This is an optimization exercise on Yosys and OpenROAD, whose aim is small area, not a production implementation. Only simulation tests tie the RTL to the original design; equivalence was not proved.

==> 04-18 <==
==> flow/design.v <==
`default_nettype none
module robot_eye (
  input  wire       clk,
  input  wire       rst,
  input  wire       move_en,
  input  wire       osc_reset,
  output wire       servo_a,
  output wire       servo_b,
  output wire       servo_lid_a,
  output wire       servo_lid_b,
  output wire [7:0] swing_count
);
  genvar i;
  reg  [12:0] p;
  wire pstep = (p == 13'b1000010111111);
  wire pincr = (p == 13'b0110001010011);
  always @(posedge clk)
    if (rst)        p <= 13'b1011000101001;
    else if (pstep) p <= 13'b1011000101011;
    else            p <= {p[11:0], p[0] ^ p[1] ^ p[4] ^ p[12]};
  reg men_d, men_dd, osr_d, osr_dd;
  always @(posedge clk) begin
    men_d  <= move_en;
    men_dd <= men_d;
    osr_d  <= osc_reset;
    osr_dd <= osr_d;
  end
  reg started;
  always @(posedge clk)
    if (rst)        started <= 1'b0;
    else if (pstep) started <= 1'b1;
  wire ors = ~started | osr_dd;
  reg  [7:0] va;
  reg        cda, fa;
  reg  [3:0] ca;
  wire va_hi = va[7] & va[6] & (va[5] | va[4] | va[3]);                  
  wire va_lo = ~va[7] & (~va[6] | ~va[5] |
               (~va[4] & ~va[3] & (~va[2] | (~va[1] & ~va[0]))));        
  wire turn_a = cda ? va_lo : va_hi;
  wire [7:0] oa = {{4{cda}}, ca ^ {4{cda}}};
  wire [8:0] ka;
  wire [7:0] sa;
  assign ka[0] = ~cda;
  for (i = 0; i < 8; i = i + 1) begin : g_adda
    assign sa[i]   = va[i] ^ oa[i] ^ ka[i];
    assign ka[i+1] = (va[i] & oa[i]) | (ka[i] & (va[i] ^ oa[i]));
  end
  always @(posedge clk)
    if (rst) begin
      va  <= 8'd127;
      cda <= 1'b0;
    end else if (pstep) begin
      if (ors)         va  <= 8'd127;
      else if (turn_a) cda <= ~cda;
      else             va  <= sa;
    end
  always @(posedge clk)
    if (pstep) fa <= ~ors & ~cda & va_hi;
  wire [3:0] ca_inc = {ca[3] ^ (ca[2] & ca[1] & ca[0]), ca[2] ^ (ca[1] & ca[0]),
                       ca[1] ^ ca[0], ~ca[0]};
  always @(posedge clk)
    if (rst || (&ca))    ca <= 4'd0;
    else if (pincr & fa) ca <= ca_inc;
  reg  [7:0] vb;
  reg        cdb, fb;
  reg  [2:0] cb;
  wire vb_hi = vb[7] & vb[6] & (vb[5] | vb[4] | vb[3]);                  
  wire vb_lo = ~vb[7];                                                   
  wire turn_b = cdb ? vb_lo : vb_hi;
  wire [7:0] ob = {{5{cdb}}, cb ^ {3{cdb}}};
  wire [8:0] kb;
  wire [7:0] sb;
  assign kb[0] = ~cdb;
  for (i = 0; i < 8; i = i + 1) begin : g_addb
    assign sb[i]   = vb[i] ^ ob[i] ^ kb[i];
    assign kb[i+1] = (vb[i] & ob[i]) | (kb[i] & (vb[i] ^ ob[i]));
  end
  always @(posedge clk)
    if (rst) begin
      vb  <= 8'd163;
      cdb <= 1'b0;
    end else if (pstep) begin
      if (ors)         vb  <= 8'd163;
      else if (turn_b) cdb <= ~cdb;
      else             vb  <= sb;
    end
  always @(posedge clk)
    if (pstep) fb <= ~ors & ~cdb & vb_hi;
  wire [2:0] cb_inc = {cb[2] ^ (cb[1] & cb[0]), cb[1] ^ cb[0], ~cb[0]};
  always @(posedge clk)
    if (rst || (cb[2] & cb[0])) cb <= 3'd0;
    else if (pincr & fb)        cb <= cb_inc;
  reg  [6:0] d;
  wire tic = (d == 7'b1111011);
  always @(posedge clk)
    if (rst)      d <= 7'b1111011;
    else if (tic) d <= 7'b1111001;
    else          d <= {d[5:0], d[0] ^ d[6]};
  reg  [10:0] A;
  wire [11:0] ac;
  wire [10:0] an;
  assign ac[0] = tic;
  for (i = 0; i < 11; i = i + 1) begin : g_ang
    assign an[i]   = A[i] ^ ac[i];
    assign ac[i+1] = A[i] & ac[i];
  end
  always @(posedge clk)
    if (rst) A <= 11'd2001;      
    else     A <= an;
  wire az = (&A[10:6]) & (A[5] | (A[4] & (A[3] | A[2] | A[1])));
  wire ah = ~(A[10] | A[9] | A[8]);
  function lt8(input [7:0] x, input [7:0] y);    
    integer k;
    reg c;
    begin
      c = 1'b0;
      for (k = 0; k < 8; k = k + 1)
        c = (~x[k] & y[k]) | (~x[k] & c) | (y[k] & c);
      lt8 = c;
    end
  endfunction
  assign servo_a     = az | (ah & (men_dd ? lt8(A[7:0], va) : lt8(A[7:0], 8'd127)));
  assign servo_b     = az | (ah & (men_dd ? lt8(A[7:0], vb) : lt8(A[7:0], 8'd163)));
  assign servo_lid_a = az | (ah & (men_dd ? lt8(A[7:0], 8'd175) : lt8(A[7:0], 8'd127)));
  assign servo_lid_b = az | (ah & (men_dd ? lt8(A[7:0], 8'd155) : lt8(A[7:0], 8'd127)));
  assign swing_count = {4'd0, ca};
endmodule
`default_nettype wire
==> flow/run.sh <==
#!/bin/bash
# synth_recipe.tcl (not shown) runs the flow's synth.tcl, then flattens the netlist and writes it again
# the make line also repeats each setting of config.mk as NAME=value (left out here)
make -C /OpenROAD-flow-scripts/flow DESIGN_CONFIG=/design/flow/config.mk WORK_HOME=/design/flow/orfs CLKGATE_MAP_FILE= SYNTH_SCRIPT=/design/flow/synth_recipe.tcl finish
==> flow/config.mk <==
export PLATFORM = sky130hd
export DESIGN_NAME = robot_eye
export DESIGN_NICKNAME = robot_eye
export VERILOG_FILES = /design/flow/design.v
export SDC_FILE = /design/flow/constraint.sdc
export NUM_CORES = 4
export LEC_CHECK = 0
export CAP_MARGIN = 20
export CORE_MARGIN = 2
export CORE_UTILIZATION = 40
export CTS_BUF_LIST = sky130_fd_sc_hd__clkbuf_4
export CTS_CLUSTER_SIZE = 20
export SLEW_MARGIN = 20
==> flow/constraint.sdc <==
create_clock -name core_clock -period 10.0 [get_ports {clk}]
set_input_delay 2.0000 -clock core_clock [delete_from_list [all_inputs] [get_ports {clk}]]
set_output_delay 2.0000 -clock core_clock [all_outputs]
set_load 0.01 [all_outputs]
==> 06-27: changes against 04-18 <==
==> flow/design.v, changed modules only <==
module robot_eye (
  input  wire       clk,
  input  wire       rst,
  input  wire       move_en,
  input  wire       osc_reset,
  output wire       servo_a,
  output wire       servo_b,
  output wire       servo_lid_a,
  output wire       servo_lid_b,
  output wire [7:0] swing_count
);
  reg [12:0] p;
  always @(posedge clk)
    if (rst || p == 13'd7999) p <= 13'd0;
    else                      p <= p + 13'd1;
  wire stp  = (p == 13'd2049);    
  wire incr = (p == 13'd3074);    
  reg men_d, men_dd, osr_d, osr_dd;
  always @(posedge clk) begin
    men_d  <= move_en;
    men_dd <= men_d;
    osr_d  <= osc_reset;
    osr_dd <= osr_d;
  end
  reg started;
  always @(posedge clk)
    if (rst)      started <= 1'b0;
    else if (stp) started <= 1'b1;
  wire ors = ~started | osr_dd;
  reg [7:0] va;
  reg       cda, fa;
  reg [3:0] ca;
  always @(posedge clk)
    if (rst) begin
      va  <= 8'd127;
      cda <= 1'b0;
    end else if (stp) begin
      if (ors)                    va  <= 8'd127;
      else if (va >= 8'd200 && !cda) cda <= 1'b1;
      else if (va <= 8'd100 && cda)  cda <= 1'b0;
      else if (!cda)              va  <= va + {4'd0, ca} + 8'd1;
      else                        va  <= va - {4'd0, ca} - 8'd1;
    end
  always @(posedge clk)
    if (stp) fa <= ~ors & (va >= 8'd200) & ~cda;
  always @(posedge clk)
    if (rst || ca == 4'd15) ca <= 4'd0;
    else if (incr && fa)    ca <= ca + 4'd1;
  reg [7:0] vb;
  reg       cdb, fb;
  reg [2:0] cb;
  always @(posedge clk)
    if (rst) begin
      vb  <= 8'd163;
      cdb <= 1'b0;
    end else if (stp) begin
      if (ors)                    vb  <= 8'd163;
      else if (vb >= 8'd200 && !cdb) cdb <= 1'b1;
      else if (vb <= 8'd127 && cdb)  cdb <= 1'b0;
      else if (!cdb)              vb  <= vb + {5'd0, cb} + 8'd1;
      else                        vb  <= vb - {5'd0, cb} - 8'd1;
    end
  always @(posedge clk)
    if (stp) fb <= ~ors & (vb >= 8'd200) & ~cdb;
  always @(posedge clk)
    if (rst || cb == 3'd5) cb <= 3'd0;
    else if (incr && fb)   cb <= cb + 3'd1;
  reg [6:0]  d;
  reg [10:0] ang;
  wire tic = (d == 7'd93);
  always @(posedge clk)
    if (rst) begin
      d   <= 7'd93;
      ang <= 11'd2047;
    end else begin
      d <= tic ? 7'd0 : d + 7'd1;
      if (tic) ang <= ang + 11'd1;
    end
  wire [8:0] pa  = (men_dd ? {1'b0, va} : 9'd127) + 9'd46;
  wire [8:0] pb  = (men_dd ? {1'b0, vb} : 9'd163) + 9'd46;
  wire [8:0] pla = men_dd ? 9'd221 : 9'd173;
  wire [8:0] plb = men_dd ? 9'd201 : 9'd173;
  assign servo_a     = ang < {2'b00, pa};
  assign servo_b     = ang < {2'b00, pb};
  assign servo_lid_a = ang < {2'b00, pla};
  assign servo_lid_b = ang < {2'b00, plb};
  assign swing_count = {4'd0, ca};
endmodule
--- a/flow/config.mk
+++ b/flow/config.mk
@@ -8,6 +8,4 @@
 export CAP_MARGIN = 20
 export CORE_MARGIN = 2
 export CORE_UTILIZATION = 40
-export CTS_BUF_LIST = sky130_fd_sc_hd__clkbuf_4
-export CTS_CLUSTER_SIZE = 20
 export SLEW_MARGIN = 20
==> impl_metrics.json <==
{
  "outcome": "finished clean",
  "hold_slack_ps": 333,
  "dp_cells": 634,
  "holdPathEnd": "osr_dd",
  "fin_worst_skew_ps": 7.62,
  "grt_max_degree": 36,
  "grt_pass1_wl_mm": 15.8,
  "synth_cells": 507
}
That was 06-27.
==> impl_metrics.json <==
{
  "io_pins": 16,
  "synth_cells": 338,
  "grt_pass1_wl_mm": 10.7,
  "holdPathEnd": "men_dd",
  "syn_area_sq_um": 3190,
  "outcome": "finished clean",
  "finish.utilization_pct": 45.7,
  "grt_max_degree": 53,
  "die-area_sq_um": 8700,
  "hold_slack_ps": 338,
  "dp_cells": 440,
  "fin_worst_skew_ps": 14.7
}
That was 04-18.

## re-timing with driven ports
The flow's constraints put no driver on any port. The routed layouts listed below were extracted and timed again, unchanged, in two steps. Step 1: set_driving_cell puts a clkbuf_16 on clk and a buf_2 on each other input, an assumption about the parent block. Step 2 times the ports against the registers' clock, not the clock port: input delays grow and output delays shrink by t, the midpoint of the rising clock arrivals with the driver on. a / b / c = no drivers / after step 1 / after step 2; a / b = the first two.
run	t (ns)	slack for setup (ns)	latest minus earliest clock arrival (ns)	slew at the worst register clock pin (ns)	pins driven straight from the clock port
04-18	0.429	5.280 / 5.251 / 5.681	0.015 / 0.015	0.12 / 0.12	1
06-27	0.381	4.852 / 4.819 / 5.200	0.008 / 0.008	0.08 / 0.08	1
After both steps setup and hold are still met in every run listed.
